This design comes from an exercise in tuning for small area on the open sky130 flow, not from production work.
The RTL was checked by simulation tests, not by an equivalence proof against the original design.
Power and IR drop assume default switching activity.

==> design.v <==
module blinkled
(
  input CLK,
  input RST,
  output [32-1:0] maxi_awaddr,
  output [8-1:0] maxi_awlen,
  output [3-1:0] maxi_awsize,
  output [2-1:0] maxi_awburst,
  output [1-1:0] maxi_awlock,
  output [4-1:0] maxi_awcache,
  output [3-1:0] maxi_awprot,
  output [4-1:0] maxi_awqos,
  output [2-1:0] maxi_awuser,
  output maxi_awvalid,
  input maxi_awready,
  output [32-1:0] maxi_wdata,
  output [4-1:0] maxi_wstrb,
  output maxi_wlast,
  output maxi_wvalid,
  input maxi_wready,
  input [2-1:0] maxi_bresp,
  input maxi_bvalid,
  output maxi_bready,
  output [32-1:0] maxi_araddr,
  output [8-1:0] maxi_arlen,
  output [3-1:0] maxi_arsize,
  output [2-1:0] maxi_arburst,
  output [1-1:0] maxi_arlock,
  output [4-1:0] maxi_arcache,
  output [3-1:0] maxi_arprot,
  output [4-1:0] maxi_arqos,
  output [2-1:0] maxi_aruser,
  output maxi_arvalid,
  input maxi_arready,
  input [32-1:0] maxi_rdata,
  input [2-1:0] maxi_rresp,
  input maxi_rlast,
  input maxi_rvalid,
  output maxi_rready,
  input [32-1:0] saxi_awaddr,
  input [4-1:0] saxi_awcache,
  input [3-1:0] saxi_awprot,
  input saxi_awvalid,
  output saxi_awready,
  input [32-1:0] saxi_wdata,
  input [4-1:0] saxi_wstrb,
  input saxi_wvalid,
  output saxi_wready,
  output [2-1:0] saxi_bresp,
  output saxi_bvalid,
  input saxi_bready,
  input [32-1:0] saxi_araddr,
  input [4-1:0] saxi_arcache,
  input [3-1:0] saxi_arprot,
  input saxi_arvalid,
  output saxi_arready,
  output [32-1:0] saxi_rdata,
  output [2-1:0] saxi_rresp,
  output saxi_rvalid,
  input saxi_rready
);
  assign maxi_awlen   = 8'd0;
  assign maxi_awsize  = 3'd2;
  assign maxi_awburst = 2'd1;
  assign maxi_awlock  = 1'd0;
  assign maxi_awcache = 4'd3;
  assign maxi_awprot  = 3'd0;
  assign maxi_awqos   = 4'd0;
  assign maxi_awuser  = 2'd0;
  assign maxi_wstrb   = 4'hf;
  assign maxi_wlast   = 1'b1;
  assign maxi_bready  = 1'b1;
  assign maxi_arlen   = 8'd0;
  assign maxi_arsize  = 3'd2;
  assign maxi_arburst = 2'd1;
  assign maxi_arlock  = 1'd0;
  assign maxi_arcache = 4'd3;
  assign maxi_arprot  = 3'd0;
  assign maxi_arqos   = 4'd0;
  assign maxi_aruser  = 2'd0;
  assign saxi_bresp   = 2'd0;
  assign saxi_rresp   = 2'd0;
  reg [31:0] r_n, r_a, r_b, r_c, r_s6, r_s7;
  reg        bvalid_r, rvalid_r, rbusy;
  reg [2:0]  raddr;
  wire       busy;
  wire wr = saxi_awvalid & saxi_wvalid & ~bvalid_r;
  wire rd = saxi_arvalid & ~rvalid_r;
  assign saxi_awready = wr;
  assign saxi_wready  = wr;
  assign saxi_arready = ~rvalid_r;
  assign saxi_bvalid  = bvalid_r;
  assign saxi_rvalid  = rvalid_r;
  reg [31:0] rdata_mux;
  always @* begin
    case (raddr)
      3'd2: rdata_mux = r_n;
      3'd3: rdata_mux = r_a;
      3'd4: rdata_mux = r_b;
      3'd5: rdata_mux = r_c;
      3'd6: rdata_mux = r_s6;
      3'd7: rdata_mux = r_s7;
      default: rdata_mux = {31'd0, rbusy};
    endcase
  end
  assign saxi_rdata = rdata_mux;
  wire start = wr & (saxi_awaddr[4:2] == 3'd0) & (saxi_wdata == 32'd1);
  always @(posedge CLK) begin
    if (RST) begin
      bvalid_r <= 1'b0;
      rvalid_r <= 1'b0;
    end else begin
      if (wr) bvalid_r <= 1'b1;
      else if (saxi_bready) bvalid_r <= 1'b0;
      if (rd) rvalid_r <= 1'b1;
      else if (saxi_rready) rvalid_r <= 1'b0;
    end
    if (rd) begin
      raddr <= saxi_araddr[4:2];
      rbusy <= busy;
    end
    if (wr) begin
      case (saxi_awaddr[4:2])
        3'd2: r_n  <= saxi_wdata;
        3'd3: r_a  <= saxi_wdata;
        3'd4: r_b  <= saxi_wdata;
        3'd5: r_c  <= saxi_wdata;
        3'd6: r_s6 <= saxi_wdata;
        3'd7: r_s7 <= saxi_wdata;
        default: ;
      endcase
    end
  end
  wire [4:0] n5  = r_n[4:0];
  wire [3:0] nm1 = n5 - 5'd1;
  function [13:0] addr_add;
    input [13:0] base;
    input [7:0]  off;
    reg c;
    reg p;
    integer i;
    begin
      c = 1'b0;
      for (i = 0; i < 8; i = i + 1) begin
        addr_add[i] = base[i] ^ off[i] ^ c;
        c = (base[i] & off[i]) | (c & (base[i] ^ off[i]));
      end
      p = 1'b1;
      for (i = 8; i < 14; i = i + 1) begin
        addr_add[i] = base[i] ^ (c & p);
        p = p & base[i];
      end
    end
  endfunction
  reg       ar_run, ar_sel;
  reg [3:0] ak, aj, ai;
  reg [7:0] arow, boff;
  reg       aw_v;
  reg [1:0] wcnt;
  wire ak_last = (ak == nm1);
  wire aj_last = (aj == nm1);
  wire ai_last = (ai == nm1);
  wire elem_end = ar_sel & ak_last;
  wire [7:0]  aoff  = arow + {4'd0, ak};
  wire [7:0]  roff  = ar_sel ? boff : aoff;
  wire [13:0] rbase = ar_sel ? r_b[15:2] : r_a[15:2];
  assign maxi_araddr  = {r_a[31:16], addr_add(rbase, roff), 2'b00};
  assign maxi_arvalid = ar_run & ~(elem_end & (aw_v | (wcnt == 2'd3)));
  assign maxi_awvalid = aw_v;
  assign maxi_awaddr  = {r_c[31:16], addr_add(r_c[15:2], arow + {4'd0, aj}), 2'b00};
  assign busy = ar_run | (wcnt != 2'd0);
  wire ar_hs = maxi_arvalid & maxi_arready;
  wire job_end = elem_end & aj_last & ai_last;
  always @(posedge CLK) begin
    if (RST) begin
      ar_run <= 1'b0;
      aw_v <= 1'b0;
      wcnt <= 2'd0;
    end else begin
      if (start) ar_run <= 1'b1;
      else if (ar_hs & job_end) ar_run <= 1'b0;
      if (start | (ar_hs & elem_end & ~job_end)) aw_v <= 1'b1;
      else if (maxi_awready) aw_v <= 1'b0;
      wcnt <= wcnt + {1'b0, start | (ar_hs & elem_end & ~job_end)} - {1'b0, maxi_bvalid};
    end
    if (start) begin
      ar_sel <= 1'b0;
      ak <= 4'd0; aj <= 4'd0; ai <= 4'd0;
      arow <= 8'd0; boff <= 8'd0;
    end else if (ar_hs) begin
      ar_sel <= ~ar_sel;
      if (ar_sel) begin
        boff <= (ak_last & aj_last) ? 8'd0 : boff + 8'd1;
        ak <= ak_last ? 4'd0 : ak + 4'd1;
        if (ak_last) begin
          aj <= aj_last ? 4'd0 : aj + 4'd1;
          if (aj_last) begin
            arow <= arow + {3'd0, n5};
            ai <= ai + 4'd1;
          end
        end
      end
    end
  end
  localparam Q_A = 3'd0, Q_A3 = 3'd1, Q_L = 3'd2, Q_F = 3'd3,
             Q_B0 = 3'd4, Q_B1 = 3'd5, Q_B2 = 3'd6, Q_W = 3'd7;
  reg [2:0]  q;
  reg [31:0] X, acc;
  reg [2:0]  cr;
  reg [3:0]  ck;
  wire qa     = (q[2:1] == 2'b00);             
  wire slice3 = (q == Q_A3) | (q == Q_L);
  wire bslice = q[2] & ~(q[1] & q[0]);         
  reg [8:0] ybus;
  always @* begin
    case (q[1:0])
      2'd0: ybus = {maxi_rdata[7:0], 1'b0};
      2'd1: ybus = maxi_rdata[15:7];
      default: ybus = maxi_rdata[23:15];
    endcase
  end
  wire [8:0]  y  = ({9{slice3}} & X[8:0]) | ({9{bslice}} & ybus);
  wire [31:0] xm = slice3 ? {X[31:9], 9'd0} : X;
  wire [31:0] sum;
  wire [2:0]  co;
  mac_core u_mac (.x(xm), .y(y), .acc(acc), .ci(cr), .sum(sum), .co(co));
  assign maxi_rready = qa | (q == Q_B2);
  assign maxi_wdata  = acc;
  assign maxi_wvalid = (q == Q_W);
  wire w_hs = (q == Q_W) & maxi_wready;
  always @(posedge CLK) begin
    if (RST | start) begin
      q <= Q_A;
    end else begin
      case (q)
        Q_A, Q_A3: if (maxi_rvalid) q <= Q_B0;
                   else q <= Q_A;
        Q_B0: if (maxi_rvalid) q <= Q_B1;
        Q_B1: if (maxi_rvalid) q <= Q_B2;
        Q_B2: if (maxi_rvalid) q <= (ck == nm1) ? Q_L : Q_A3;
        Q_L: q <= (co == 3'd0) ? Q_W : Q_F;
        Q_F: if (co == 3'd0) q <= Q_W;
        default: if (maxi_wready) q <= Q_A;
      endcase
    end
    if (start | w_hs) begin
      acc <= 32'd0;
      cr <= 3'd0;
      ck <= 4'd0;
    end else if (slice3 | (bslice & maxi_rvalid) | (q == Q_F)) begin
      acc <= sum;
      cr <= co;
    end
    if (qa & maxi_rvalid) X <= maxi_rdata;
    else if (bslice & maxi_rvalid) begin
      if (q == Q_B2) begin
        X <= {X[23:1], maxi_rdata[31:23]};
        ck <= ck + 4'd1;
      end else begin
        X <= {X[23:0], 8'd0};
      end
    end
  end
endmodule
module mac_core (
  input  [31:0] x,
  input  [8:0]  y,
  input  [31:0] acc,
  input  [2:0]  ci,
  output [31:0] sum,
  output [2:0]  co
);
  wire one1 = y[1] ^ y[0];
  wire two2 = (y[2] & ~y[1] & ~y[0]) | (~y[2] & y[1] & y[0]);
  wire neg3 = y[2] & ~(y[1] & y[0]);
  wire pp4 = ((one1 & x[0]) ^ neg3);
  wire pp5 = (((one1 & x[1]) | (two2 & x[0])) ^ neg3);
  wire pp6 = (((one1 & x[2]) | (two2 & x[1])) ^ neg3);
  wire pp7 = (((one1 & x[3]) | (two2 & x[2])) ^ neg3);
  wire pp8 = (((one1 & x[4]) | (two2 & x[3])) ^ neg3);
  wire pp9 = (((one1 & x[5]) | (two2 & x[4])) ^ neg3);
  wire pp10 = (((one1 & x[6]) | (two2 & x[5])) ^ neg3);
  wire pp11 = (((one1 & x[7]) | (two2 & x[6])) ^ neg3);
  wire pp12 = (((one1 & x[8]) | (two2 & x[7])) ^ neg3);
  wire pp13 = (((one1 & x[9]) | (two2 & x[8])) ^ neg3);
  wire pp14 = (((one1 & x[10]) | (two2 & x[9])) ^ neg3);
  wire pp15 = (((one1 & x[11]) | (two2 & x[10])) ^ neg3);
  wire pp16 = (((one1 & x[12]) | (two2 & x[11])) ^ neg3);
  wire pp17 = (((one1 & x[13]) | (two2 & x[12])) ^ neg3);
  wire pp18 = (((one1 & x[14]) | (two2 & x[13])) ^ neg3);
  wire pp19 = (((one1 & x[15]) | (two2 & x[14])) ^ neg3);
  wire pp20 = (((one1 & x[16]) | (two2 & x[15])) ^ neg3);
  wire pp21 = (((one1 & x[17]) | (two2 & x[16])) ^ neg3);
  wire pp22 = (((one1 & x[18]) | (two2 & x[17])) ^ neg3);
  wire pp23 = (((one1 & x[19]) | (two2 & x[18])) ^ neg3);
  wire pp24 = (((one1 & x[20]) | (two2 & x[19])) ^ neg3);
  wire pp25 = (((one1 & x[21]) | (two2 & x[20])) ^ neg3);
  wire pp26 = (((one1 & x[22]) | (two2 & x[21])) ^ neg3);
  wire pp27 = (((one1 & x[23]) | (two2 & x[22])) ^ neg3);
  wire pp28 = (((one1 & x[24]) | (two2 & x[23])) ^ neg3);
  wire pp29 = (((one1 & x[25]) | (two2 & x[24])) ^ neg3);
  wire pp30 = (((one1 & x[26]) | (two2 & x[25])) ^ neg3);
  wire pp31 = (((one1 & x[27]) | (two2 & x[26])) ^ neg3);
  wire pp32 = (((one1 & x[28]) | (two2 & x[27])) ^ neg3);
  wire pp33 = (((one1 & x[29]) | (two2 & x[28])) ^ neg3);
  wire pp34 = (((one1 & x[30]) | (two2 & x[29])) ^ neg3);
  wire pp35 = (((one1 & x[31]) | (two2 & x[30])) ^ neg3);
  wire one36 = y[3] ^ y[2];
  wire two37 = (y[4] & ~y[3] & ~y[2]) | (~y[4] & y[3] & y[2]);
  wire neg38 = y[4] & ~(y[3] & y[2]);
  wire pp39 = ((one36 & x[0]) ^ neg38);
  wire pp40 = (((one36 & x[1]) | (two37 & x[0])) ^ neg38);
  wire pp41 = (((one36 & x[2]) | (two37 & x[1])) ^ neg38);
  wire pp42 = (((one36 & x[3]) | (two37 & x[2])) ^ neg38);
  wire pp43 = (((one36 & x[4]) | (two37 & x[3])) ^ neg38);
  wire pp44 = (((one36 & x[5]) | (two37 & x[4])) ^ neg38);
  wire pp45 = (((one36 & x[6]) | (two37 & x[5])) ^ neg38);
  wire pp46 = (((one36 & x[7]) | (two37 & x[6])) ^ neg38);
  wire pp47 = (((one36 & x[8]) | (two37 & x[7])) ^ neg38);
  wire pp48 = (((one36 & x[9]) | (two37 & x[8])) ^ neg38);
  wire pp49 = (((one36 & x[10]) | (two37 & x[9])) ^ neg38);
  wire pp50 = (((one36 & x[11]) | (two37 & x[10])) ^ neg38);
  wire pp51 = (((one36 & x[12]) | (two37 & x[11])) ^ neg38);
  wire pp52 = (((one36 & x[13]) | (two37 & x[12])) ^ neg38);
  wire pp53 = (((one36 & x[14]) | (two37 & x[13])) ^ neg38);
  wire pp54 = (((one36 & x[15]) | (two37 & x[14])) ^ neg38);
  wire pp55 = (((one36 & x[16]) | (two37 & x[15])) ^ neg38);
  wire pp56 = (((one36 & x[17]) | (two37 & x[16])) ^ neg38);
  wire pp57 = (((one36 & x[18]) | (two37 & x[17])) ^ neg38);
  wire pp58 = (((one36 & x[19]) | (two37 & x[18])) ^ neg38);
  wire pp59 = (((one36 & x[20]) | (two37 & x[19])) ^ neg38);
  wire pp60 = (((one36 & x[21]) | (two37 & x[20])) ^ neg38);
  wire pp61 = (((one36 & x[22]) | (two37 & x[21])) ^ neg38);
  wire pp62 = (((one36 & x[23]) | (two37 & x[22])) ^ neg38);
  wire pp63 = (((one36 & x[24]) | (two37 & x[23])) ^ neg38);
  wire pp64 = (((one36 & x[25]) | (two37 & x[24])) ^ neg38);
  wire pp65 = (((one36 & x[26]) | (two37 & x[25])) ^ neg38);
  wire pp66 = (((one36 & x[27]) | (two37 & x[26])) ^ neg38);
  wire pp67 = (((one36 & x[28]) | (two37 & x[27])) ^ neg38);
  wire pp68 = (((one36 & x[29]) | (two37 & x[28])) ^ neg38);
  wire one69 = y[5] ^ y[4];
  wire two70 = (y[6] & ~y[5] & ~y[4]) | (~y[6] & y[5] & y[4]);
  wire neg71 = y[6] & ~(y[5] & y[4]);
  wire pp72 = ((one69 & x[0]) ^ neg71);
  wire pp73 = (((one69 & x[1]) | (two70 & x[0])) ^ neg71);
  wire pp74 = (((one69 & x[2]) | (two70 & x[1])) ^ neg71);
  wire pp75 = (((one69 & x[3]) | (two70 & x[2])) ^ neg71);
  wire pp76 = (((one69 & x[4]) | (two70 & x[3])) ^ neg71);
  wire pp77 = (((one69 & x[5]) | (two70 & x[4])) ^ neg71);
  wire pp78 = (((one69 & x[6]) | (two70 & x[5])) ^ neg71);
  wire pp79 = (((one69 & x[7]) | (two70 & x[6])) ^ neg71);
  wire pp80 = (((one69 & x[8]) | (two70 & x[7])) ^ neg71);
  wire pp81 = (((one69 & x[9]) | (two70 & x[8])) ^ neg71);
  wire pp82 = (((one69 & x[10]) | (two70 & x[9])) ^ neg71);
  wire pp83 = (((one69 & x[11]) | (two70 & x[10])) ^ neg71);
  wire pp84 = (((one69 & x[12]) | (two70 & x[11])) ^ neg71);
  wire pp85 = (((one69 & x[13]) | (two70 & x[12])) ^ neg71);
  wire pp86 = (((one69 & x[14]) | (two70 & x[13])) ^ neg71);
  wire pp87 = (((one69 & x[15]) | (two70 & x[14])) ^ neg71);
  wire pp88 = (((one69 & x[16]) | (two70 & x[15])) ^ neg71);
  wire pp89 = (((one69 & x[17]) | (two70 & x[16])) ^ neg71);
  wire pp90 = (((one69 & x[18]) | (two70 & x[17])) ^ neg71);
  wire pp91 = (((one69 & x[19]) | (two70 & x[18])) ^ neg71);
  wire pp92 = (((one69 & x[20]) | (two70 & x[19])) ^ neg71);
  wire pp93 = (((one69 & x[21]) | (two70 & x[20])) ^ neg71);
  wire pp94 = (((one69 & x[22]) | (two70 & x[21])) ^ neg71);
  wire pp95 = (((one69 & x[23]) | (two70 & x[22])) ^ neg71);
  wire pp96 = (((one69 & x[24]) | (two70 & x[23])) ^ neg71);
  wire pp97 = (((one69 & x[25]) | (two70 & x[24])) ^ neg71);
  wire pp98 = (((one69 & x[26]) | (two70 & x[25])) ^ neg71);
  wire pp99 = (((one69 & x[27]) | (two70 & x[26])) ^ neg71);
  wire one100 = y[7] ^ y[6];
  wire two101 = (y[8] & ~y[7] & ~y[6]) | (~y[8] & y[7] & y[6]);
  wire neg102 = y[8] & ~(y[7] & y[6]);
  wire pp103 = ((one100 & x[0]) ^ neg102);
  wire pp104 = (((one100 & x[1]) | (two101 & x[0])) ^ neg102);
  wire pp105 = (((one100 & x[2]) | (two101 & x[1])) ^ neg102);
  wire pp106 = (((one100 & x[3]) | (two101 & x[2])) ^ neg102);
  wire pp107 = (((one100 & x[4]) | (two101 & x[3])) ^ neg102);
  wire pp108 = (((one100 & x[5]) | (two101 & x[4])) ^ neg102);
  wire pp109 = (((one100 & x[6]) | (two101 & x[5])) ^ neg102);
  wire pp110 = (((one100 & x[7]) | (two101 & x[6])) ^ neg102);
  wire pp111 = (((one100 & x[8]) | (two101 & x[7])) ^ neg102);
  wire pp112 = (((one100 & x[9]) | (two101 & x[8])) ^ neg102);
  wire pp113 = (((one100 & x[10]) | (two101 & x[9])) ^ neg102);
  wire pp114 = (((one100 & x[11]) | (two101 & x[10])) ^ neg102);
  wire pp115 = (((one100 & x[12]) | (two101 & x[11])) ^ neg102);
  wire pp116 = (((one100 & x[13]) | (two101 & x[12])) ^ neg102);
  wire pp117 = (((one100 & x[14]) | (two101 & x[13])) ^ neg102);
  wire pp118 = (((one100 & x[15]) | (two101 & x[14])) ^ neg102);
  wire pp119 = (((one100 & x[16]) | (two101 & x[15])) ^ neg102);
  wire pp120 = (((one100 & x[17]) | (two101 & x[16])) ^ neg102);
  wire pp121 = (((one100 & x[18]) | (two101 & x[17])) ^ neg102);
  wire pp122 = (((one100 & x[19]) | (two101 & x[18])) ^ neg102);
  wire pp123 = (((one100 & x[20]) | (two101 & x[19])) ^ neg102);
  wire pp124 = (((one100 & x[21]) | (two101 & x[20])) ^ neg102);
  wire pp125 = (((one100 & x[22]) | (two101 & x[21])) ^ neg102);
  wire pp126 = (((one100 & x[23]) | (two101 & x[22])) ^ neg102);
  wire pp127 = (((one100 & x[24]) | (two101 & x[23])) ^ neg102);
  wire pp128 = (((one100 & x[25]) | (two101 & x[24])) ^ neg102);
  wire s129 = pp8 ^ pp41;
  wire c130 = pp8 & pp41;
  wire s131 = pp9 ^ pp42;
  wire c132 = pp9 & pp42;
  wire p133 = pp10 ^ pp43;
  wire s134 = p133 ^ pp74;
  wire c135 = (pp10 & pp43) | (p133 & pp74);
  wire s136 = pp103 ^ neg102;
  wire c137 = pp103 & neg102;
  wire p138 = pp11 ^ pp44;
  wire s139 = p138 ^ pp75;
  wire c140 = (pp11 & pp44) | (p138 & pp75);
  wire s141 = pp104 ^ acc[7];
  wire c142 = pp104 & acc[7];
  wire p143 = pp12 ^ pp45;
  wire s144 = p143 ^ pp76;
  wire c145 = (pp12 & pp45) | (p143 & pp76);
  wire s146 = pp105 ^ acc[8];
  wire c147 = pp105 & acc[8];
  wire p148 = pp13 ^ pp46;
  wire s149 = p148 ^ pp77;
  wire c150 = (pp13 & pp46) | (p148 & pp77);
  wire s151 = pp106 ^ acc[9];
  wire c152 = pp106 & acc[9];
  wire p153 = pp14 ^ pp47;
  wire s154 = p153 ^ pp78;
  wire c155 = (pp14 & pp47) | (p153 & pp78);
  wire s156 = pp107 ^ acc[10];
  wire c157 = pp107 & acc[10];
  wire p158 = pp15 ^ pp48;
  wire s159 = p158 ^ pp79;
  wire c160 = (pp15 & pp48) | (p158 & pp79);
  wire s161 = pp108 ^ acc[11];
  wire c162 = pp108 & acc[11];
  wire p163 = pp16 ^ pp49;
  wire s164 = p163 ^ pp80;
  wire c165 = (pp16 & pp49) | (p163 & pp80);
  wire s166 = pp109 ^ acc[12];
  wire c167 = pp109 & acc[12];
  wire p168 = pp17 ^ pp50;
  wire s169 = p168 ^ pp81;
  wire c170 = (pp17 & pp50) | (p168 & pp81);
  wire s171 = pp110 ^ acc[13];
  wire c172 = pp110 & acc[13];
  wire p173 = pp18 ^ pp51;
  wire s174 = p173 ^ pp82;
  wire c175 = (pp18 & pp51) | (p173 & pp82);
  wire s176 = pp111 ^ acc[14];
  wire c177 = pp111 & acc[14];
  wire p178 = pp19 ^ pp52;
  wire s179 = p178 ^ pp83;
  wire c180 = (pp19 & pp52) | (p178 & pp83);
  wire s181 = pp112 ^ acc[15];
  wire c182 = pp112 & acc[15];
  wire p183 = pp20 ^ pp53;
  wire s184 = p183 ^ pp84;
  wire c185 = (pp20 & pp53) | (p183 & pp84);
  wire s186 = pp113 ^ acc[16];
  wire c187 = pp113 & acc[16];
  wire p188 = pp21 ^ pp54;
  wire s189 = p188 ^ pp85;
  wire c190 = (pp21 & pp54) | (p188 & pp85);
  wire s191 = pp114 ^ acc[17];
  wire c192 = pp114 & acc[17];
  wire p193 = pp22 ^ pp55;
  wire s194 = p193 ^ pp86;
  wire c195 = (pp22 & pp55) | (p193 & pp86);
  wire s196 = pp115 ^ acc[18];
  wire c197 = pp115 & acc[18];
  wire p198 = pp23 ^ pp56;
  wire s199 = p198 ^ pp87;
  wire c200 = (pp23 & pp56) | (p198 & pp87);
  wire s201 = pp116 ^ acc[19];
  wire c202 = pp116 & acc[19];
  wire p203 = pp24 ^ pp57;
  wire s204 = p203 ^ pp88;
  wire c205 = (pp24 & pp57) | (p203 & pp88);
  wire s206 = pp117 ^ acc[20];
  wire c207 = pp117 & acc[20];
  wire p208 = pp25 ^ pp58;
  wire s209 = p208 ^ pp89;
  wire c210 = (pp25 & pp58) | (p208 & pp89);
  wire s211 = pp118 ^ acc[21];
  wire c212 = pp118 & acc[21];
  wire p213 = pp26 ^ pp59;
  wire s214 = p213 ^ pp90;
  wire c215 = (pp26 & pp59) | (p213 & pp90);
  wire s216 = pp119 ^ acc[22];
  wire c217 = pp119 & acc[22];
  wire p218 = pp27 ^ pp60;
  wire s219 = p218 ^ pp91;
  wire c220 = (pp27 & pp60) | (p218 & pp91);
  wire s221 = pp120 ^ acc[23];
  wire c222 = pp120 & acc[23];
  wire p223 = pp28 ^ pp61;
  wire s224 = p223 ^ pp92;
  wire c225 = (pp28 & pp61) | (p223 & pp92);
  wire s226 = pp121 ^ acc[24];
  wire c227 = pp121 & acc[24];
  wire p228 = pp29 ^ pp62;
  wire s229 = p228 ^ pp93;
  wire c230 = (pp29 & pp62) | (p228 & pp93);
  wire s231 = pp122 ^ acc[25];
  wire c232 = pp122 & acc[25];
  wire p233 = pp30 ^ pp63;
  wire s234 = p233 ^ pp94;
  wire c235 = (pp30 & pp63) | (p233 & pp94);
  wire s236 = pp123 ^ acc[26];
  wire c237 = pp123 & acc[26];
  wire p238 = pp31 ^ pp64;
  wire s239 = p238 ^ pp95;
  wire c240 = (pp31 & pp64) | (p238 & pp95);
  wire s241 = pp124 ^ acc[27];
  wire c242 = pp124 & acc[27];
  wire p243 = pp32 ^ pp65;
  wire s244 = p243 ^ pp96;
  wire c245 = (pp32 & pp65) | (p243 & pp96);
  wire s246 = pp125 ^ acc[28];
  wire c247 = pp125 & acc[28];
  wire p248 = pp33 ^ pp66;
  wire s249 = p248 ^ pp97;
  wire c250 = (pp33 & pp66) | (p248 & pp97);
  wire s251 = pp126 ^ acc[29];
  wire c252 = pp126 & acc[29];
  wire p253 = pp34 ^ pp67;
  wire s254 = p253 ^ pp98;
  wire c255 = (pp34 & pp67) | (p253 & pp98);
  wire s256 = pp127 ^ acc[30];
  wire c257 = pp127 & acc[30];
  wire p258 = pp35 ^ pp68;
  wire s259 = p258 ^ pp99;
  wire c260 = (pp35 & pp68) | (p258 & pp99);
  wire s261 = pp128 ^ acc[31];
  wire c262 = pp128 & acc[31];
  wire s263 = pp6 ^ pp39;
  wire c264 = pp6 & pp39;
  wire s265 = pp7 ^ pp40;
  wire c266 = pp7 & pp40;
  wire p267 = s129 ^ pp72;
  wire s268 = p267 ^ neg71;
  wire c269 = (s129 & pp72) | (p267 & neg71);
  wire p270 = s131 ^ pp73;
  wire s271 = p270 ^ acc[5];
  wire c272 = (s131 & pp73) | (p270 & acc[5]);
  wire p273 = s134 ^ s136;
  wire s274 = p273 ^ acc[6];
  wire c275 = (s134 & s136) | (p273 & acc[6]);
  wire p276 = s139 ^ s141;
  wire s277 = p276 ^ c135;
  wire c278 = (s139 & s141) | (p276 & c135);
  wire p279 = s144 ^ s146;
  wire s280 = p279 ^ c140;
  wire c281 = (s144 & s146) | (p279 & c140);
  wire p282 = s149 ^ s151;
  wire s283 = p282 ^ c145;
  wire c284 = (s149 & s151) | (p282 & c145);
  wire p285 = s154 ^ s156;
  wire s286 = p285 ^ c150;
  wire c287 = (s154 & s156) | (p285 & c150);
  wire p288 = s159 ^ s161;
  wire s289 = p288 ^ c155;
  wire c290 = (s159 & s161) | (p288 & c155);
  wire p291 = s164 ^ s166;
  wire s292 = p291 ^ c160;
  wire c293 = (s164 & s166) | (p291 & c160);
  wire p294 = s169 ^ s171;
  wire s295 = p294 ^ c165;
  wire c296 = (s169 & s171) | (p294 & c165);
  wire p297 = s174 ^ s176;
  wire s298 = p297 ^ c170;
  wire c299 = (s174 & s176) | (p297 & c170);
  wire p300 = s179 ^ s181;
  wire s301 = p300 ^ c175;
  wire c302 = (s179 & s181) | (p300 & c175);
  wire p303 = s184 ^ s186;
  wire s304 = p303 ^ c180;
  wire c305 = (s184 & s186) | (p303 & c180);
  wire p306 = s189 ^ s191;
  wire s307 = p306 ^ c185;
  wire c308 = (s189 & s191) | (p306 & c185);
  wire p309 = s194 ^ s196;
  wire s310 = p309 ^ c190;
  wire c311 = (s194 & s196) | (p309 & c190);
  wire p312 = s199 ^ s201;
  wire s313 = p312 ^ c195;
  wire c314 = (s199 & s201) | (p312 & c195);
  wire p315 = s204 ^ s206;
  wire s316 = p315 ^ c200;
  wire c317 = (s204 & s206) | (p315 & c200);
  wire p318 = s209 ^ s211;
  wire s319 = p318 ^ c205;
  wire c320 = (s209 & s211) | (p318 & c205);
  wire p321 = s214 ^ s216;
  wire s322 = p321 ^ c210;
  wire c323 = (s214 & s216) | (p321 & c210);
  wire p324 = s219 ^ s221;
  wire s325 = p324 ^ c215;
  wire c326 = (s219 & s221) | (p324 & c215);
  wire p327 = s224 ^ s226;
  wire s328 = p327 ^ c220;
  wire c329 = (s224 & s226) | (p327 & c220);
  wire p330 = s229 ^ s231;
  wire s331 = p330 ^ c225;
  wire c332 = (s229 & s231) | (p330 & c225);
  wire p333 = s234 ^ s236;
  wire s334 = p333 ^ c230;
  wire c335 = (s234 & s236) | (p333 & c230);
  wire p336 = s239 ^ s241;
  wire s337 = p336 ^ c235;
  wire c338 = (s239 & s241) | (p336 & c235);
  wire p339 = s244 ^ s246;
  wire s340 = p339 ^ c240;
  wire c341 = (s244 & s246) | (p339 & c240);
  wire p342 = s249 ^ s251;
  wire s343 = p342 ^ c245;
  wire c344 = (s249 & s251) | (p342 & c245);
  wire p345 = s254 ^ s256;
  wire s346 = p345 ^ c250;
  wire c347 = (s254 & s256) | (p345 & c250);
  wire p348 = s259 ^ s261;
  wire s349 = p348 ^ c255;
  wire c350 = (s259 & s261) | (p348 & c255);
  wire s351 = pp4 ^ neg3;
  wire c352 = pp4 & neg3;
  wire s353 = pp5 ^ acc[1];
  wire c354 = pp5 & acc[1];
  wire p355 = s263 ^ neg38;
  wire s356 = p355 ^ acc[2];
  wire c357 = (s263 & neg38) | (p355 & acc[2]);
  wire p358 = s265 ^ acc[3];
  wire s359 = p358 ^ c264;
  wire c360 = (s265 & acc[3]) | (p358 & c264);
  wire p361 = s268 ^ acc[4];
  wire s362 = p361 ^ c266;
  wire c363 = (s268 & acc[4]) | (p361 & c266);
  wire p364 = s271 ^ c130;
  wire s365 = p364 ^ c269;
  wire c366 = (s271 & c130) | (p364 & c269);
  wire p367 = s274 ^ c132;
  wire s368 = p367 ^ c272;
  wire c369 = (s274 & c132) | (p367 & c272);
  wire p370 = s277 ^ c137;
  wire s371 = p370 ^ c275;
  wire c372 = (s277 & c137) | (p370 & c275);
  wire p373 = s280 ^ c142;
  wire s374 = p373 ^ c278;
  wire c375 = (s280 & c142) | (p373 & c278);
  wire p376 = s283 ^ c147;
  wire s377 = p376 ^ c281;
  wire c378 = (s283 & c147) | (p376 & c281);
  wire p379 = s286 ^ c152;
  wire s380 = p379 ^ c284;
  wire c381 = (s286 & c152) | (p379 & c284);
  wire p382 = s289 ^ c157;
  wire s383 = p382 ^ c287;
  wire c384 = (s289 & c157) | (p382 & c287);
  wire p385 = s292 ^ c162;
  wire s386 = p385 ^ c290;
  wire c387 = (s292 & c162) | (p385 & c290);
  wire p388 = s295 ^ c167;
  wire s389 = p388 ^ c293;
  wire c390 = (s295 & c167) | (p388 & c293);
  wire p391 = s298 ^ c172;
  wire s392 = p391 ^ c296;
  wire c393 = (s298 & c172) | (p391 & c296);
  wire p394 = s301 ^ c177;
  wire s395 = p394 ^ c299;
  wire c396 = (s301 & c177) | (p394 & c299);
  wire p397 = s304 ^ c182;
  wire s398 = p397 ^ c302;
  wire c399 = (s304 & c182) | (p397 & c302);
  wire p400 = s307 ^ c187;
  wire s401 = p400 ^ c305;
  wire c402 = (s307 & c187) | (p400 & c305);
  wire p403 = s310 ^ c192;
  wire s404 = p403 ^ c308;
  wire c405 = (s310 & c192) | (p403 & c308);
  wire p406 = s313 ^ c197;
  wire s407 = p406 ^ c311;
  wire c408 = (s313 & c197) | (p406 & c311);
  wire p409 = s316 ^ c202;
  wire s410 = p409 ^ c314;
  wire c411 = (s316 & c202) | (p409 & c314);
  wire p412 = s319 ^ c207;
  wire s413 = p412 ^ c317;
  wire c414 = (s319 & c207) | (p412 & c317);
  wire p415 = s322 ^ c212;
  wire s416 = p415 ^ c320;
  wire c417 = (s322 & c212) | (p415 & c320);
  wire p418 = s325 ^ c217;
  wire s419 = p418 ^ c323;
  wire c420 = (s325 & c217) | (p418 & c323);
  wire p421 = s328 ^ c222;
  wire s422 = p421 ^ c326;
  wire c423 = (s328 & c222) | (p421 & c326);
  wire p424 = s331 ^ c227;
  wire s425 = p424 ^ c329;
  wire c426 = (s331 & c227) | (p424 & c329);
  wire p427 = s334 ^ c232;
  wire s428 = p427 ^ c332;
  wire c429 = (s334 & c232) | (p427 & c332);
  wire p430 = s337 ^ c237;
  wire s431 = p430 ^ c335;
  wire c432 = (s337 & c237) | (p430 & c335);
  wire p433 = s340 ^ c242;
  wire s434 = p433 ^ c338;
  wire c435 = (s340 & c242) | (p433 & c338);
  wire p436 = s343 ^ c247;
  wire s437 = p436 ^ c341;
  wire c438 = (s343 & c247) | (p436 & c341);
  wire p439 = s346 ^ c252;
  wire s440 = p439 ^ c344;
  wire c441 = (s346 & c252) | (p439 & c344);
  wire p442 = s349 ^ c257;
  wire s443 = p442 ^ c347;
  wire c444 = (s349 & c257) | (p442 & c347);
  wire s445 = s351 ^ acc[0];
  wire c446 = s351 & acc[0];
  wire p447 = s353 ^ c352;
  wire s448 = p447 ^ c446;
  wire c449 = (s353 & c352) | (p447 & c446);
  wire p450 = s356 ^ c354;
  wire s451 = p450 ^ c449;
  wire c452 = (s356 & c354) | (p450 & c449);
  wire p453 = s359 ^ c357;
  wire s454 = p453 ^ c452;
  wire c455 = (s359 & c357) | (p453 & c452);
  wire p456 = s362 ^ c360;
  wire s457 = p456 ^ c455;
  wire c458 = (s362 & c360) | (p456 & c455);
  wire p459 = s365 ^ c363;
  wire s460 = p459 ^ c458;
  wire c461 = (s365 & c363) | (p459 & c458);
  wire p462 = s368 ^ c366;
  wire s463 = p462 ^ c461;
  wire c464 = (s368 & c366) | (p462 & c461);
  wire p465 = s371 ^ c369;
  wire s466 = p465 ^ c464;
  wire c467 = (s371 & c369) | (p465 & c464);
  wire p468 = s374 ^ c372;
  wire s469 = p468 ^ ci[0];
  wire c470 = (s374 & c372) | (p468 & ci[0]);
  wire p471 = s377 ^ c375;
  wire s472 = p471 ^ c470;
  wire c473 = (s377 & c375) | (p471 & c470);
  wire p474 = s380 ^ c378;
  wire s475 = p474 ^ c473;
  wire c476 = (s380 & c378) | (p474 & c473);
  wire p477 = s383 ^ c381;
  wire s478 = p477 ^ c476;
  wire c479 = (s383 & c381) | (p477 & c476);
  wire p480 = s386 ^ c384;
  wire s481 = p480 ^ c479;
  wire c482 = (s386 & c384) | (p480 & c479);
  wire p483 = s389 ^ c387;
  wire s484 = p483 ^ c482;
  wire c485 = (s389 & c387) | (p483 & c482);
  wire p486 = s392 ^ c390;
  wire s487 = p486 ^ c485;
  wire c488 = (s392 & c390) | (p486 & c485);
  wire p489 = s395 ^ c393;
  wire s490 = p489 ^ c488;
  wire c491 = (s395 & c393) | (p489 & c488);
  wire p492 = s398 ^ c396;
  wire s493 = p492 ^ ci[1];
  wire c494 = (s398 & c396) | (p492 & ci[1]);
  wire p495 = s401 ^ c399;
  wire s496 = p495 ^ c494;
  wire c497 = (s401 & c399) | (p495 & c494);
  wire p498 = s404 ^ c402;
  wire s499 = p498 ^ c497;
  wire c500 = (s404 & c402) | (p498 & c497);
  wire p501 = s407 ^ c405;
  wire s502 = p501 ^ c500;
  wire c503 = (s407 & c405) | (p501 & c500);
  wire p504 = s410 ^ c408;
  wire s505 = p504 ^ c503;
  wire c506 = (s410 & c408) | (p504 & c503);
  wire p507 = s413 ^ c411;
  wire s508 = p507 ^ c506;
  wire c509 = (s413 & c411) | (p507 & c506);
  wire p510 = s416 ^ c414;
  wire s511 = p510 ^ c509;
  wire c512 = (s416 & c414) | (p510 & c509);
  wire p513 = s419 ^ c417;
  wire s514 = p513 ^ c512;
  wire c515 = (s419 & c417) | (p513 & c512);
  wire p516 = s422 ^ c420;
  wire s517 = p516 ^ ci[2];
  wire c518 = (s422 & c420) | (p516 & ci[2]);
  wire p519 = s425 ^ c423;
  wire s520 = p519 ^ c518;
  wire c521 = (s425 & c423) | (p519 & c518);
  wire p522 = s428 ^ c426;
  wire s523 = p522 ^ c521;
  wire c524 = (s428 & c426) | (p522 & c521);
  wire p525 = s431 ^ c429;
  wire s526 = p525 ^ c524;
  wire c527 = (s431 & c429) | (p525 & c524);
  wire p528 = s434 ^ c432;
  wire s529 = p528 ^ c527;
  wire c530 = (s434 & c432) | (p528 & c527);
  wire p531 = s437 ^ c435;
  wire s532 = p531 ^ c530;
  wire c533 = (s437 & c435) | (p531 & c530);
  wire p534 = s440 ^ c438;
  wire s535 = p534 ^ c533;
  wire c536 = (s440 & c438) | (p534 & c533);
  wire p537 = s443 ^ c441;
  wire s538 = p537 ^ c536;
  wire c539 = (s443 & c441) | (p537 & c536);
  assign sum = {s538, s535, s532, s529, s526, s523, s520, s517, s514, s511, s508, s505, s502, s499, s496, s493, s490, s487, s484, s481, s478, s475, s472, s469, s466, s463, s460, s457, s454, s451, s448, s445};
  assign co = {c515, c491, c467};
endmodule
==> flow/run.sh <==
#!/bin/bash
# ORFS layout through the standard.sh, with these changes:
#  - after the standard synthesis, flow/fa_polarity.py re-chooses the
#    polarity of each full-adder cell (a full adder on inverted inputs gives
#    inverted outputs) to remove inverters; registers are untouched;
#  - smaller port buffers, one tie cell per constant;
#  - a clock tree of clkbuf_4 without dummy loads.
# Each tool's output goes to a log of its own in this folder.
set -euo pipefail
ARGS=(
  'BUFFER_PORTS_ARGS=-buffer_cell sky130_fd_sc_hd__buf_1'
  'SKIP_REPAIR_TIE_FANOUT=1'
  'REMOVE_ABC_BUFFERS=1'
  'CTS_ARGS=-sink_clustering_enable -repair_clock_nets -dont_use_dummy_load -sink_clustering_size 10 -sink_clustering_max_diameter 40 -buf_list {sky130_fd_sc_hd__clkbuf_4}'
)
R=orfs/results/sky130hd/blinkled/base
bash standard.sh "${ARGS[@]}" synth > flow_synth.log 2>&1
cp "$R/1_2_yosys.v" flow_1_2_yosys_standard.v
python3 flow/fa_polarity.py flow_1_2_yosys_standard.v "$R/1_2_yosys.v" > flow_fa_polarity.log 2>&1
rm -f "$R/1_synth.odb" "$R/1_synth.sdc"
bash standard.sh "${ARGS[@]}" finish > flow_make.log 2>&1
==> flow/fa_polarity.py <==
#!/usr/bin/env python3
"""Remove inverters around full-adder cells of a flat sky130hd netlist.

A full adder is self-dual: FA(~a, ~b, ~c) = (~sum, ~cout).  This script
chooses, for each sky130_fd_sc_hd__fa_* cell, whether to implement it on the
complemented inputs (giving complemented outputs), so that as few inverters
as possible are needed, and rewrites the netlist with one inverter per net
that needs one.  Registers and all other cells are left as they are.

usage: fa_polarity.py IN.v OUT.v
"""
import re
import sys

OUT_PINS = {"X", "Y", "Q", "Q_N", "SUM", "COUT", "HI", "LO"}

src = open(sys.argv[1]).read()
inst_re = re.compile(r"(?ms)^  (sky130_fd_sc_hd__(\w+)) (\S+) \((.*?)\n  \);\n")
pin_re = re.compile(r"\.(\w+)\(([^()]*)\)")

insts = []
for m in inst_re.finditer(src):
    pins = [(p, n.strip()) for p, n in pin_re.findall(m.group(4))]
    insts.append(dict(span=m.span(), cell=m.group(1), typ=m.group(2), name=m.group(3), pins=pins))

# output ports (bit-level names as they appear on pins)
outports = set()
for m in re.finditer(r"(?m)^  output (\[(\d+):(\d+)\] )?(\S+);", src):
    if m.group(1):
        hi, lo = int(m.group(2)), int(m.group(3))
        for b in range(min(hi, lo), max(hi, lo) + 1):
            outports.add(f"{m.group(4)}[{b}]")
    else:
        outports.add(m.group(4))

def is_inv(i):
    return re.fullmatch(r"(clk)?inv_\d+", i["typ"]) is not None

def is_fa(i):
    return re.fullmatch(r"fa_\d+", i["typ"]) is not None

# inverters we may remove: output net is not a port, input is not a constant
inv_of = {}   # output net -> input net
removable = set()
for k, i in enumerate(insts):
    if is_inv(i):
        d = dict(i["pins"])
        if d["Y"] not in outports and not d["A"].startswith(("1'", "0'")):
            inv_of[d["Y"]] = d["A"]
            removable.add(k)

def root(n):
    p = 0
    seen = 0
    while n in inv_of:
        n = inv_of[n]
        p ^= 1
        seen += 1
        if seen > 100:
            raise SystemExit("inverter loop")
    return n, p

# driver of each root net
drv = {}
for k, i in enumerate(insts):
    if k in removable:
        continue
    for p, n in i["pins"]:
        if p in OUT_PINS:
            drv[n] = k

# loads: (inst index, pin, root, parity)
loads = {}   # root -> list of (k, pin, parity)
for k, i in enumerate(insts):
    if k in removable:
        continue
    for p, n in i["pins"]:
        if p in OUT_PINS:
            continue
        r, par = root(n)
        loads.setdefault(r, []).append((k, p, par))
# output ports that are driven through removable inverters can't happen (kept)

fa_ids = [k for k, i in enumerate(insts) if is_fa(i)]
flip = {k: 0 for k in fa_ids}

def needs_inv(r):
    f = flip.get(drv.get(r, -1), 0)
    for k, p, par in loads.get(r, []):
        g = flip.get(k, 0)
        if par ^ g ^ f:
            return 1
    return 0

def roots_of(k):
    rs = set()
    for p, n in insts[k]["pins"]:
        if p in OUT_PINS:
            rs.add(n)
        else:
            rs.add(root(n)[0])
    return rs

before = sum(needs_inv(r) for r in loads)
changed = True
passes = 0
while changed and passes < 50:
    changed = False
    passes += 1
    for k in fa_ids:
        rs = roots_of(k)
        c0 = sum(needs_inv(r) for r in rs)
        flip[k] ^= 1
        c1 = sum(needs_inv(r) for r in rs)
        if c1 < c0:
            changed = True
        else:
            flip[k] ^= 1
# then a deterministic annealing pass, keeping the best assignment seen
import math
import random
rng = random.Random(1)
cur = sum(needs_inv(r) for r in loads)
best = dict(flip)
bestc = cur
STEPS = 200000
for it in range(STEPS):
    k = rng.choice(fa_ids)
    rs = roots_of(k)
    c0 = sum(needs_inv(r) for r in rs)
    flip[k] ^= 1
    d = sum(needs_inv(r) for r in rs) - c0
    T = max(0.05, 2.0 * (1 - it / STEPS))
    if d <= 0 or rng.random() < math.exp(-d / T):
        cur += d
        if cur < bestc:
            bestc = cur
            best = dict(flip)
    else:
        flip[k] ^= 1
flip.update(best)
after = sum(needs_inv(r) for r in loads)

# rewrite
def esc(n):
    return n + " " if n.startswith("\\") else n

newnet = {}
new_insts = []
for r in sorted(loads):
    if needs_inv(r):
        idx = len(newnet)
        nn = f"_fapol_n{idx}_"
        newnet[r] = nn
        new_insts.append(f"  sky130_fd_sc_hd__inv_1 _fapol_i{idx}_ (\n    .A({esc(r)}),\n    .Y({nn})\n  );\n")

def pin_net(k, p, n):
    r, par = root(n)
    f = flip.get(drv.get(r, -1), 0)
    g = flip.get(k, 0)
    return newnet[r] if (par ^ g ^ f) else r

out = []
pos = 0
for k, i in enumerate(insts):
    s, e = i["span"]
    out.append(src[pos:s])
    pos = e
    if k in removable:
        continue
    body = []
    for p, n in i["pins"]:
        body.append(f"    .{p}({esc(n if p in OUT_PINS else pin_net(k, p, n))})")
    out.append(f"  {i['cell']} {i['name']} (\n" + ",\n".join(body) + "\n  );\n")
rest = src[pos:]
decl = "".join(f"  wire {nn};\n" for nn in newnet.values())
ins = "".join(new_insts)
endm = rest.rindex("endmodule")
out.append(rest[:endm] + decl + ins + rest[endm:])
open(sys.argv[2], "w").write("".join(out))
print(f"fa cells {len(fa_ids)}, flipped {sum(flip.values())}, removable inverters {len(removable)}, "
      f"inverters before {before} (kept {len(insts) and sum(1 for i in insts if is_inv(i)) - len(removable)}), after {after}")
==> standard.sh <==
#!/bin/bash
# synth_recipe.tcl (not shown) runs the flow's synth.tcl, then flattens the netlist and writes it again
# the make line also repeats each setting of config.mk as NAME=value (left out here)
make -C /OpenROAD-flow-scripts/flow DESIGN_CONFIG=/design/flow/config.mk WORK_HOME=/design/flow/orfs CLKGATE_MAP_FILE= SYNTH_SCRIPT=/design/flow/synth_recipe.tcl "${@:-finish}"
==> config.mk <==
export PLATFORM = sky130hd
export DESIGN_NAME = blinkled
export DESIGN_NICKNAME = blinkled
export VERILOG_FILES = /design/flow/design.v
export SDC_FILE = /design/flow/constraint.sdc
export NUM_CORES = 4
export LEC_CHECK = 0
export CAP_MARGIN = 0
export CORE_MARGIN = 2
export CORE_UTILIZATION = 60
export GPL_TIMING_DRIVEN = 0
export SLEW_MARGIN = 0
==> constraint.sdc <==
create_clock -name core_clock -period 10.0 [get_ports {CLK}]
set_input_delay 2.0000 -clock core_clock [delete_from_list [all_inputs] [get_ports {CLK}]]
set_output_delay 2.0000 -clock core_clock [all_outputs]
set_load 0.01 [all_outputs]
==> results of run 1 <==
## critical path: cells and delay by family, from the launching register on
kind | cells | cell delay [ns]
buf+inv | 5 | 1.26
xor+xnor | 2 | 0.69
flops | 1 | 0.86
fa+ha+maj | 12 | 5.09
compound gates | 3 | 1.01
simple gates | 3 | 0.51
## cell type report
| cell class | count | area, sq um |
|---|---|---|
| diodes | 5 | 12.51 |
| clock buffers | 48 | 360.3 |
| fillers | 2640 | 11600 |
| inverters | 100 | 375.4 |
| multi-input cells | 1093 | 9666 |
| flip-flops and latches | 305 | 8393 |
| well taps | 442 | 553.0 |
| repair buffers | 244 | 1328 |
## power groups by stage
stage | Combinational [W] | Sequential (W) | Clock [W]
2_1_floorplan | 0.00246 | 0.00163 | 0
3_3_place_gp | 0.00310 | 0.00162 | 0
3_5_place_dp | 0.00325 | 0.00162 | 0
4_1_cts | 0.00328 | 0.00159 | 0.000664
5_1_grt | 0.00376 | 0.00161 | 0.000711
6_report | 0.00320 | 0.00159 | 0.000642
## what timing repair did
action | CTS | global route
gates resized for setup | 1 | 2
setup endpoints to repair | 2 | 2
gates cloned | 0 | 0
## how the worst min path moves through the flow
stage                            to  cells after the start  slack (ns)                 start
2_1_floorplan  boff[7]$_SDFFE_PP0P_                      2        0.48  boff[7]$_SDFFE_PP0P_
4_1_cts        acc[17]$_SDFFE_PP0P_                      2        0.48  acc[17]$_SDFFE_PP0P_
6_report       acc[16]$_SDFFE_PP0P_                      2        0.48  acc[16]$_SDFFE_PP0P_
5_1_grt        acc[18]$_SDFFE_PP0P_                      2        0.50  acc[18]$_SDFFE_PP0P_
3_3_place_gp    acc[0]$_SDFFE_PP0P_                      2        0.47   acc[0]$_SDFFE_PP0P_
3_5_place_dp   acc[16]$_SDFFE_PP0P_                      2        0.47  acc[16]$_SDFFE_PP0P_
## sequential cells by signal (all words and copies together), names as in the netlist, 2 cells and up
name,cells
r_b,32
arow,8
X,32
ck,4
cr,3
wcnt,2
r_s7,32
r_s6,32
acc,32
q,3
raddr,3
r_a,32
r_n,32
ai,4
boff,8
aj,4
r_c,32
ak,4
## per-layer routing
metal	GRT usage	vias up	part of all wire
li1	-	6139	-
met1	0.3747	6617	0.41
met2	0.4777	462	0.50
met3	0.05947	89	0.067
met4	0.09088	0	0.023
met5	0	-	0
## metrics by stage
| stage | hold WS, ns | total power [W] |
|---|---|---|
| final | 0.4755 | 0.005437 |
| after global routing | 0.5014 | 0.006082 |
| after CTS | 0.4783 | 0.005536 |
| after detailed placement | 0.4704 | 0.004872 |
| after global placement | 0.4654 | 0.004720 |
| after floorplan | 0.4794 | 0.004086 |
## placed cells by master, fill, tap and decap left out, drive strengths merged, types with 11 or more instances in the layout
cell type / instances
a21oi: 60
a22oi: 194
buf: 244
clkbuf: 48
dfxtp: 77
edfxtp: 228
fa: 127
ha: 60
inv: 100
mux2: 24
mux2i: 30
nand2: 99
nand3: 48
nand4: 17
nor2: 86
nor4: 11
o21ai: 22
xnor2: 97
xor2: 88
==> out/qor.txt, run 1 <==
Status -> no timing/DRC/antenna violations
Core Area -> 32,290 sq um
Post-route design area -> 20,690 sq um
Postcts setup bufs -> 0
Synth warnings -> 1
Routed length per placed instance -> 21.33 um
Worst R2R End -> q[2]$_SDFFE_PP0P_
Final wirelength -> 47,720 um
Slowest CP cell -> dfxtp_2
Clock network fraction of total power -> 0.118
DP Area -> 20,310 sq um
Psw -> 0.002245 W
Crit path launch type -> register
Vias in the first global route -> 13,389
Slew Limit Fails -> 0
Worst slew pin tran -> 1.388 ns
Cells after Synth -> 1,722
Share of layout cells above drive strength 1 -> 0.08212
CP required -> 10.71 ns
Combinational Power Share -> 0.589
Dpl cells -> 2,184
Detailed placement HPWL -> 33,220 um
Seq pwr share -> 0.293
Clock Skews -> 0.08229 ns
Critical Path Sink Type -> register
Port bufs -> 214
Clock slew at reported path FFs -> 0.10 ns
Initial Util -> 0.6054
Die X -> 184.5 um
Crit path DAT -> 10.18 ns
Tcrit/Tclk final -> 0.9465
Ports -> 364
Routability-driven placement congestion ratio -> 0.8736
Crit path top cell by count -> fa_1
CTS tree -> done
Worst-skew pair later-pin latency -> 0.79 ns
Clock Sinks -> 305
VDD IR-drop max -> 0.1991 mV
Worst setup path end -> q[2]$_SDFFE_PP0P_
Initial antenna violation count -> 4
Fin util -> 0.6407
Total CTS buffers -> 48
Power Dens Cells -> 262.8 nW/um^2
Hold crit path type -> reg2reg
Die Span Y -> 184.5 um
Worst Setup SP -> q[1]$_SDFFE_PP0P_
Initial DRC Count -> 949
R2R Path Start -> q[1]$_SDFFE_PP0P_
Sw frac -> 0.4130
Worst setup margin -> 0.5350 ns
Via density -> 5.949
Int Pwr -> 0.003191 W
Initial DRT Pass Iterations -> 5
Gr usage total -> 0.2858
Fin cells -> 2,237
Fin. Hold Viols -> 0
Die area -> 34,040 sq um
Area grow syn2layout -> 5.824%
Final min period -> 9.465 ns
CTS Hold Bufs -> 0
Global-route wire length before repair -> 74,110 um
CP Class -> reg2reg
RSZ-0062 raised after global routing -> no
Synthesized area -> 19,550 sq um
Largest net degree at the start of global routing -> 55
CP max stage delay -> 0.86 ns
Residual DRC -> 0
Max-slew headroom -> 0.07499
Fmax -> 0.1057 GHz
Fin nets -> 2,142
R2r setup slk -> 0.53 ns
Worst Path Max Fanout -> 31
Worst reg2reg path depth -> 25
Routed Antenna Nets -> 0
Total gr overflow -> 0
Max clock buf depth -> 3
Max-Cap Viols -> 0
LEAKAGE -> 7.646 nW
Routed vias -> 13,307
Dpl ws -> -0.3273 ns
Clock Root Buffer -> clkbuf_4
Placement Rows -> 66
Setup_tns -> 0 ns
Post-synthesis area per instance -> 11.35 sq um
H-tree levels -> 2
Final setup vio count -> 0
==> run 2, diff against run 1 <==
--- a/design.v
+++ b/design.v
@@ -133,8 +133,8 @@
   end
   wire [4:0] n5  = r_n[4:0];
   wire [3:0] nm1 = n5 - 5'd1;
-  function [13:0] addr_add;
-    input [13:0] base;
+  function [29:0] addr_add;
+    input [29:0] base;
     input [7:0]  off;
     reg c;
     reg p;
@@ -146,7 +146,7 @@
         c = (base[i] & off[i]) | (c & (base[i] ^ off[i]));
       end
       p = 1'b1;
-      for (i = 8; i < 14; i = i + 1) begin
+      for (i = 8; i < 30; i = i + 1) begin
         addr_add[i] = base[i] ^ (c & p);
         p = p & base[i];
       end
@@ -163,11 +163,11 @@
   wire elem_end = ar_sel & ak_last;
   wire [7:0]  aoff  = arow + {4'd0, ak};
   wire [7:0]  roff  = ar_sel ? boff : aoff;
-  wire [13:0] rbase = ar_sel ? r_b[15:2] : r_a[15:2];
-  assign maxi_araddr  = {r_a[31:16], addr_add(rbase, roff), 2'b00};
+  wire [29:0] rbase = ar_sel ? r_b[31:2] : r_a[31:2];
+  assign maxi_araddr  = {addr_add(rbase, roff), 2'b00};
   assign maxi_arvalid = ar_run & ~(elem_end & (aw_v | (wcnt == 2'd3)));
   assign maxi_awvalid = aw_v;
-  assign maxi_awaddr  = {r_c[31:16], addr_add(r_c[15:2], arow + {4'd0, aj}), 2'b00};
+  assign maxi_awaddr  = {addr_add(r_c[31:2], arow + {4'd0, aj}), 2'b00};
   assign busy = ar_run | (wcnt != 2'd0);
   wire ar_hs = maxi_arvalid & maxi_arready;
   wire job_end = elem_end & aj_last & ai_last;
--- a/flow/run.sh
+++ b/flow/run.sh
@@ -10,7 +10,6 @@
 ARGS=(
   'BUFFER_PORTS_ARGS=-buffer_cell sky130_fd_sc_hd__buf_1'
   'SKIP_REPAIR_TIE_FANOUT=1'
-  'REMOVE_ABC_BUFFERS=1'
   'CTS_ARGS=-sink_clustering_enable -repair_clock_nets -dont_use_dummy_load -sink_clustering_size 10 -sink_clustering_max_diameter 40 -buf_list {sky130_fd_sc_hd__clkbuf_4}'
 )
 R=orfs/results/sky130hd/blinkled/base
--- a/config.mk
+++ b/config.mk
@@ -5,8 +5,7 @@
 export SDC_FILE = /design/flow/constraint.sdc
 export NUM_CORES = 4
 export LEC_CHECK = 0
-export CAP_MARGIN = 0
+export CAP_MARGIN = 20
 export CORE_MARGIN = 2
 export CORE_UTILIZATION = 60
-export GPL_TIMING_DRIVEN = 0
-export SLEW_MARGIN = 0
+export SLEW_MARGIN = 20
==> out/qor.txt, run 2 <==
Setup_tns -> 0 ns (unchanged)
Largest net degree at the start of global routing -> 55 (unchanged)
Placement Rows -> 67 (was 66)
H-tree levels -> 2 (unchanged)
Commonest non-fill, non-tap cells in the layout -> edfxtp_1, buf_1, a22oi_1 (unchanged)
CP Class -> reg2out (was reg2reg)
Worst setup path end -> maxi_araddr[31] (was q[2]$_SDFFE_PP0P_)
CP required -> 8.00 ns (was 10.71 ns)
Worst slew pin tran -> 1.092 ns (was 1.388 ns)
Fill cell count -> 2,760 (was 2,640)
Initial DRC Count -> 1,010 (was 949)
Worst-skew pair later-pin latency -> 0.79 ns (about the same)
Fin. Hold Viols -> 0 (unchanged)
Clock slew at reported path FFs -> 0.09 ns (was 0.10 ns)
Die Span Y -> 188.0 um (was 184.5 um)
Detailed placement HPWL -> 37,810 um (was 33,220 um)
Postcts setup bufs -> 0 (unchanged)
Max clock buf depth -> 3 (unchanged)
Overall power -> 0.007066 W (was 0.005437 W)
Final setup vio count -> 0 (unchanged)
Core Area -> 33,450 sq um (was 32,290 sq um)
Fin nets -> 2,295 (was 2,142)
Resized Gates After CTS -> 0 (was 1)
RSZ-0062 raised after global routing -> no (unchanged)
Routed length per placed instance -> 22.02 um (was 21.33 um)
Worst Setup SP -> ar_sel$_SDFFE_PP0P_ (was q[1]$_SDFFE_PP0P_)
Tcrit/Tclk final -> 0.9149 (was 0.9465)
Die area -> 35,340 sq um (was 34,040 sq um)
Worst reg2reg path depth -> 24 (was 25)
Hold Slack -> 0.4768 ns (was 0.4755 ns)
Die X -> 188.0 um (was 184.5 um)
Post-synthesis area per instance -> 11.08 sq um (was 11.35 sq um)
Residual DRC -> 0 (unchanged)
Synth warnings -> 1 (unchanged)
Dpl ws -> 0.1213 ns (was -0.3273 ns)
Port bufs -> 214 (unchanged)
Worst R2R End -> acc[31]$_SDFFE_PP0P_ (was q[2]$_SDFFE_PP0P_)
Total CTS buffers -> 47 (was 48)
Power Dens Cells -> 327.6 nW/um^2 (was 262.8 nW/um^2)
Initial antenna violation count -> 10 (was 4)
Max-slew headroom -> 0.2689 (was 0.07499)
Clock Sinks -> 305 (unchanged)
CTS tree -> done (unchanged)
Critical Path Sink Type -> output pin (was register)
Worst Path Max Fanout -> 38 (was 31)
Hold crit path type -> reg2reg (unchanged)
CTS Hold Bufs -> 0 (unchanged)
Via density -> 6.113 (was 5.949)
R2r setup slk -> 1.29 ns (was 0.53 ns)
Clock Root Buffer -> clkbuf_4 (unchanged)
Routed Antenna Nets -> 0 (unchanged)
R2R Path Start -> q[2]$_SDFFE_PP0P_ (was q[1]$_SDFFE_PP0P_)
Crit path DAT -> 7.15 ns (was 10.18 ns)
Ports -> 364 (unchanged)
Clock Skews -> 0.06700 ns (was 0.08229 ns)
Worst setup margin -> 0.8512 ns (was 0.5350 ns)
Status -> no timing/DRC/antenna violations (unchanged)
LEAKAGE -> 7.999 nW (was 7.646 nW)
Fmax -> 0.1093 GHz (was 0.1057 GHz)
Final wirelength -> 52,810 um (was 47,720 um)
Routability-driven placement congestion ratio -> 0.8847 (was 0.8736)
Initial Util -> 0.6072 (was 0.6054)
Crit path launch type -> register (unchanged)
Slew Limit Fails -> 0 (unchanged)
Area grow syn2layout -> 6.197% (was 5.824%)
VDD IR-drop max -> 0.4573 mV (was 0.1991 mV)
Share of layout cells above drive strength 1 -> 0.08286 (was 0.08212)
Commonest non-fill, non-tap cell in the layout -> edfxtp_1 (unchanged)
Initial DRT Pass Iterations -> 6 (was 5)
Final min period -> 9.149 ns (was 9.465 ns)
Max-Cap Viols -> 0 (unchanged)
Gr usage total -> 0.3016 (was 0.2858)
Cells after Synth -> 1,833 (was 1,722)
Routed vias -> 14,665 (was 13,307)
Global-route wire length before repair -> 81,810 um (was 74,110 um)
Total gr overflow -> 0 (unchanged)
Synthesized area -> 20,310 sq um (was 19,550 sq um)
Vias in the first global route -> 14,757 (was 13,389)
==> run 2: cell count changes in the layout (fill, tap and decap cells not counted), moves of 8 or more <==
cell     change
buf_4       +36
nand2_1     +23
nand3_1     +19
nor2_1      +17
xor2_1      +17
xnor2_1     +15
mux2i_1     +14
buf_6       -13
mux2_2       +8
==> run 2: final cells by class <==
cell class | instances | area (sq um) | area share
antenna | 8 | 20.02 | 0.0009281
sequential | 305 | 8389 | 0.3889
tap | 448 | 560.5 | 0.02599
multi-input combinational | 1236 | 10620 | 0.4921
clock buffer | 47 | 352.8 | 0.01636
timing repair buffer | 261 | 1279 | 0.05928
inverter | 94 | 352.8 | 0.01636
==> run 2: metal layers <==
layer	global-route usage	share of wire	up-vias	wire, um
li1	-	-	6670	-
met1	0.3740	0.39	7243	20680
met2	0.5109	0.49	620	26040
met3	0.06494	0.074	126	3906
met4	0.1293	0.041	6	2152
met5	0	0.00083	-	44
==> run 2: through the flow <==
step | cell area [sq um] | instances | util
after CTS | 21470 | 2388 | 0.6418
after detailed placement | 21110 | 2341 | 0.6312
after global routing | 21560 | 2397 | 0.6447
after global placement | 21110 | 2341 | 0.6312
final | 21570 | 2399 | 0.6449
after floorplan | 20310 | 1833 | -
==> run 2: how the worst min path moves through the flow <==
stage | start | endpoint | cells after the start
floorplan | boff[1]$_SDFFE_PP0P_ | boff[1]$_SDFFE_PP0P_ | 2
global placement | acc[0]$_SDFFE_PP0P_ | acc[0]$_SDFFE_PP0P_ | 2
detailed placement | acc[18]$_SDFFE_PP0P_ | acc[18]$_SDFFE_PP0P_ | 2
CTS | acc[18]$_SDFFE_PP0P_ | acc[18]$_SDFFE_PP0P_ | 2
global route | acc[11]$_SDFFE_PP0P_ | acc[11]$_SDFFE_PP0P_ | 2
finish | acc[13]$_SDFFE_PP0P_ | acc[13]$_SDFFE_PP0P_ | 2
==> run 2: power by group <==
part,internal [W],total [W],switching (W)
sequential,0.00150,0.00162,0.000123
combinational,0.00231,0.00481,0.00250
clock,0.000214,0.000635,0.000421
==> run 2: critical path: stages, from the launching register on <==
cell and delay (ns):
dfxtp_2 0.49, buf_4 0.51, mux2i_1 0.24, fa_1 0.47
fa_1 0.39, fa_1 0.38, fa_1 0.39, fa_1 0.40
fa_1 0.37, inv_1 0.07, fa_1 0.25, inv_1 0.08
a211oi_1 0.57, nand4_1 0.28, nor2_1 0.27, and4b_1 0.44
nand3_1 0.15, xor2_1 0.16, mux2i_1 0.24, buf_1 0.19

==> static timing again, ports no longer ideal <==
No port has a modelled driver above. Below, the same layouts with a new extraction and two added sets of constraints. Step 1: set_driving_cell puts a clkbuf_16 on CLK and a buf_2 on each other input, an assumption about the parent block. Step 2 times the ports against the registers' clock, not the clock port: input delays grow and output delays shrink by t, the midpoint of the rising clock arrivals with the driver on. Slacks: no drivers / after step 1 / after step 2; pairs: no drivers / after step 1.
run | t (ns) | setup WS [ns] | latest minus earliest clock arrival (ns)
run 1 | 0.800 | 0.535 / 0.535 / -0.225 | 0.093 / 0.094
run 2 | 0.815 | 0.851 / 0.799 / 0.108 | 0.084 / 0.083
With both steps, setup timing fails in run 1, where it was met with ideal ports. The setup slack of run 1, which loses most, moves by 0.000 ns with the drivers and by -0.760 ns with both steps.
